From an optimization exercise on the open Yosys and OpenROAD flow, aimed at small area; shortcuts taken in it are not production practice.
Power is estimated from default activity; no workload was simulated.

Setup of job 101:
==> flow/design.v <==
`timescale 1ns / 1ps
module PL_Calculate(
    clk,
    rst_n,
    ps_write_done,
    pl_cal_done,
    bram_addr_0b,
    bram_rddata_0b,
    bram_en_0b,
    bram_rst_0b,
    bram_we_0b,
    bram_addr_1a,
    bram_wrdata_1a,
    bram_en_1a,
    bram_rst_1a,
    bram_we_1a,
    phase_tdata,
    phase_tvalid,
    sin_tdata,
    sin_tvalid,
    cos_tdata,
    cos_tvalid
    );
    input clk;
    input rst_n;
    input ps_write_done;
    output pl_cal_done;
    output [11:0]bram_addr_0b;
    input [31:0]bram_rddata_0b;
    output bram_en_0b;
    output bram_rst_0b;
    output [3:0]bram_we_0b;
    output [11:0]bram_addr_1a;
    output [31:0]bram_wrdata_1a;
    output bram_en_1a;
    output bram_rst_1a;
    output [3:0]bram_we_1a;
    output [31:0]phase_tdata;
    output phase_tvalid;
    input [31:0]sin_tdata;
    input sin_tvalid;
    input [31:0]cos_tdata;
    input cos_tvalid;
    localparam [3:0] WAIT = 4'd0,
                     IDLE = 4'd1,
                     R0   = 4'd2,
                     R1   = 4'd3,
                     R2   = 4'd4,
                     R3   = 4'd5,
                     CW   = 4'd6,
                     CF   = 4'd7,
                     W0   = 4'd8,
                     W1   = 4'd9,
                     W2   = 4'd10,
                     W3   = 4'd11,
                     U0   = 4'd12,
                     U1   = 4'd13,
                     DONE = 4'd14;
    reg [3:0] st;
    reg [2:0] idx;           
    reg [1:0] cnt;           
    reg       tvalid;
    reg [31:0] x_reg;        
    reg [31:0] c_reg;        
    reg [31:0] p_reg;        
    reg [31:0] w_reg;        
    wire cap = sin_tvalid & cos_tvalid;
    wire in_wait = (st == CW) | (st == CF);
    wire last = (idx == 3'd5);
    always @(posedge clk) begin
        if (!rst_n)
            st <= WAIT;
        else begin
            case (st)
            WAIT: if (ps_write_done) st <= IDLE;
            CW:   if (cap) st <= CF;
            U1:   st <= (idx == 3'd0) ? DONE : IDLE;
            DONE: st <= DONE;
            default: st <= st + 4'd1;
            endcase
        end
    end
    always @(posedge clk) begin
        if (!rst_n)
            idx <= 3'd0;
        else if (st == U0)
            idx <= last ? 3'd0 : idx + 3'd1;
    end
    always @(posedge clk) begin
        if (st == IDLE)
            cnt <= 2'd0;
        else if (in_wait && cnt != 2'd3)
            cnt <= cnt + 2'd1;
    end
    always @(posedge clk) begin
        if (in_wait)
            tvalid <= (cnt != 2'd3);
    end
    wire        s_rd  = (st == R2);
    wire        s_cap = in_wait & cap;
    wire        s_ph  = (st == CW) & (cnt == 2'd0);
    wire        s_ws  = rst_n & (st == W0);
    wire        s_wc  = rst_n & (st == W2);
    wire        h_x   = ~(s_rd | s_cap);
    wire        h_w   = rst_n & ~((st == W0) | (st == W2));
    always @(posedge clk) begin
        x_reg <= ({32{s_rd}} & bram_rddata_0b) | ({32{s_cap}} & sin_tdata) |
                 ({32{h_x}} & x_reg);
        c_reg <= ({32{s_cap}} & cos_tdata) | ({32{~s_cap}} & c_reg);
        p_reg <= ({32{s_ph}} & x_reg) | ({32{~s_ph}} & p_reg);
        w_reg <= ({32{s_ws}} & x_reg) | ({32{s_wc}} & c_reg) | ({32{h_w}} & w_reg);
    end
    wire odd = (st == W2) | (st == W3) | (st == U0) | (st == DONE);
    assign pl_cal_done    = (st == DONE) | ((st == U1) & (idx == 3'd0));
    assign bram_rst_0b    = ~rst_n;
    assign bram_addr_0b   = {7'd0, idx[2:1], idx[0] | (st == DONE), 2'b00};
    assign bram_en_0b     = (st == R1);
    assign bram_we_0b     = 4'd0;
    assign bram_rst_1a    = ~rst_n;
    assign bram_addr_1a   = {6'd0, idx, odd, 2'b00};
    assign bram_wrdata_1a = w_reg;
    assign bram_en_1a     = (st == W1) | (st == W3);
    assign bram_we_1a     = {4{bram_en_1a}};
    assign phase_tdata    = p_reg;
    assign phase_tvalid   = tvalid;
endmodule
==> flow/config.mk <==
export PLATFORM = sky130hd
export DESIGN_NAME = PL_Calculate
export DESIGN_NICKNAME = PL_Calculate
export VERILOG_FILES = /design/flow/design.v
export SDC_FILE = /design/flow/constraint.sdc
export NUM_CORES = 4
export LEC_CHECK = 0
export CAP_MARGIN = 20
export CORE_MARGIN = 2
export CORE_UTILIZATION = 40
export SLEW_MARGIN = 20
==> flow/constraint.sdc <==
create_clock -name core_clock -period 5.0 [get_ports {clk}]
set_input_delay 1.0000 -clock core_clock [delete_from_list [all_inputs] [get_ports {clk}]]
set_output_delay 1.0000 -clock core_clock [all_outputs]
set_load 0.01 [all_outputs]
standard.sh (not shown) runs the stock make flow with config.mk's settings and CLKGATE_MAP_FILE= SYNTH_SCRIPT=/design/flow/synth_recipe.tcl, a recipe that flattens the netlist after the stock synthesis.
==> flow/flow/run.sh <==
#!/bin/bash
set -euo pipefail
bash standard.sh BUFFER_PORTS_ARGS="-buffer_cell sky130_fd_sc_hd__buf_1" finish > standard.log 2>&1
[inputs] job 102 vs job 101
==> flow/flow/run.sh <==
#!/bin/bash
# Layout flow: the standard flow (standard.sh) with three changes:
#  - synthesis maps logic with ABC's area mapper (flow/area.abc) instead of
#    ORFS's speed script; everything else in synth_recipe.tcl is unchanged;
#  - ports are buffered with sky130_fd_sc_hd__buf_1;
#  - clock tree: clkbuf_4 buffers, no dummy loads.
set -euo pipefail
here=$PWD
{
  head -n 1 synth_recipe.tcl
  cat <<EOT
proc abc {args} {
  set i [lsearch -exact \$args -script]
  if {\$i >= 0} { lset args [expr {\$i + 1}] $here/flow/area.abc }
  yosys abc {*}\$args
}
EOT
  tail -n +2 synth_recipe.tcl
} > my_synth.tcl
bash standard.sh SYNTH_SCRIPT=$here/my_synth.tcl \
  BUFFER_PORTS_ARGS="-buffer_cell sky130_fd_sc_hd__buf_1" \
  CTS_ARGS="-sink_clustering_enable -repair_clock_nets -dont_use_dummy_load -buf_list sky130_fd_sc_hd__clkbuf_4" \
  finish > standard.log 2>&1
==> flow/flow/area.abc (new file) <==
strash
dch
amap
topo
Findings:
- Post-layout instance count excluding filler cells: job 102 vs job 101 down about 6%
- Going from job 101 to job 102, the area of the placeable core was found to have gone down by about 9%.
- The fraction of the mapped netlist area in simple logic gates of job 102 is lower than that of job 101.
- Share of cell area taken by muxes after synthesis in job 102 vs job 101: down 0.39 points
- STATUS first-iteration DRC count: job 102 loses against job 101
- Overall power consumption in job 102 is 30% below job 101.
- Job 102 ends up with lower utilization after layout than job 101 does.
#### Input delta (job 103 over job 102)
Settings: CTS_CLUSTER_DIAMETER newly set to 200; CTS_BUF_LIST newly set to sky130_fd_sc_hd__clkbuf_2 sky130_fd_sc_hd__clkbuf_4 sky130_fd_sc_hd__clkbuf_8; CTS_CLUSTER_SIZE newly set to 40; CORE_UTILIZATION changed from 40 to 60.
==> flow/flow/run.sh <==
#!/bin/bash
set -euo pipefail
bash standard.sh BUFFER_PORTS_ARGS="-buffer_cell sky130_fd_sc_hd__buf_1" finish > standard.log 2>&1
removed: flow/flow/area.abc
Job 103 vs job 102, classification of the worst setup path: reg2out vs reg2reg
Net switching power in job 103 is about 45% higher than in job 102
Re area growth from synthesis to layout: job 103 is 3.4 points down on job 102.
For the largest voltage drop on the vdd net, job 103 came in 28 uV higher than job 102 did.
Job 103 does worse than job 102 on cell internal power dissipation.
In job 103, the number of clock buffers in the layout came out 2 above the value in job 102.
Modified inputs, job 104 compared to job 103
Settings: CORE_UTILIZATION: 60 -> 40; CTS_BUF_LIST: sky130_fd_sc_hd__clkbuf_2 sky130_fd_sc_hd__clkbuf_4 sky130_fd_sc_hd__clkbuf_8 -> sky130_fd_sc_hd__clkbuf_4; CTS_CLUSTER_SIZE: 40 -> 30; CTS_CLUSTER_DIAMETER: 200 -> unset.
Notes after the runs:
In the flow results for job 103 and job 104, the number of tap cells added at floorplan is smaller on job 103. Looking at maximum clock rate across job 103 and job 104, the one that comes out lower is job 104. Die area ends up lower on job 103. Of the two candidates, job 103 has the better minimum clock period after layout and job 104 the worse one. Going from job 103 to job 104, global-route usage lost 6.9 points; total power lost 290 uW. Job 104 ended up with more standard cells than job 103. Diff job 103 and job 104: setup slack of the critical path after layout higher in job 103. Per the comparison of job 104 with job 103, fraction of power consumed by combinational cells rose 2.0 points, post-DP HPWL now sits higher, die extent in x moved up.
Function was not checked in any run of this note: the RTL went through the layout flow alone.

-- static timing again, ports no longer ideal --
The flow's constraints put no driver on any port. The routed layouts listed below were extracted and timed again, unchanged, in two steps. Step 1 assumes that a clkbuf_16 drives the clock port and a buf_2 every other input. Step 2 also shifts input and output timing later by t, the mid clock arrival at the registers, as if the neighbouring blocks saw the same clock. Three values: ideal, step 1, step 2; two values: the first two.
| run | t (ns) | setup slack, ns | worst hold slack (ns) | worst data-port slew with drivers (ns) | cell pins on the clock port's net |
|---|---|---|---|---|---|
| job 101 | 0.449 | 2.173 / 2.134 / 2.419 | 0.426 / 0.426 / 0.426 | 0.05 | 1 |
| job 102 | 0.549 | 2.139 / 2.123 / 2.139 | 0.433 / 0.433 / 0.433 | 0.05 | 1 |
| job 103 | 0.442 | 2.153 / 2.121 / 2.316 | 0.419 / 0.419 / 0.419 | 0.06 | 1 |
| job 104 | 0.539 | 2.055 / 2.022 / 2.416 | 0.430 / 0.430 / 0.430 | 0.05 | 1 |
After both steps every run listed still meets setup and hold.
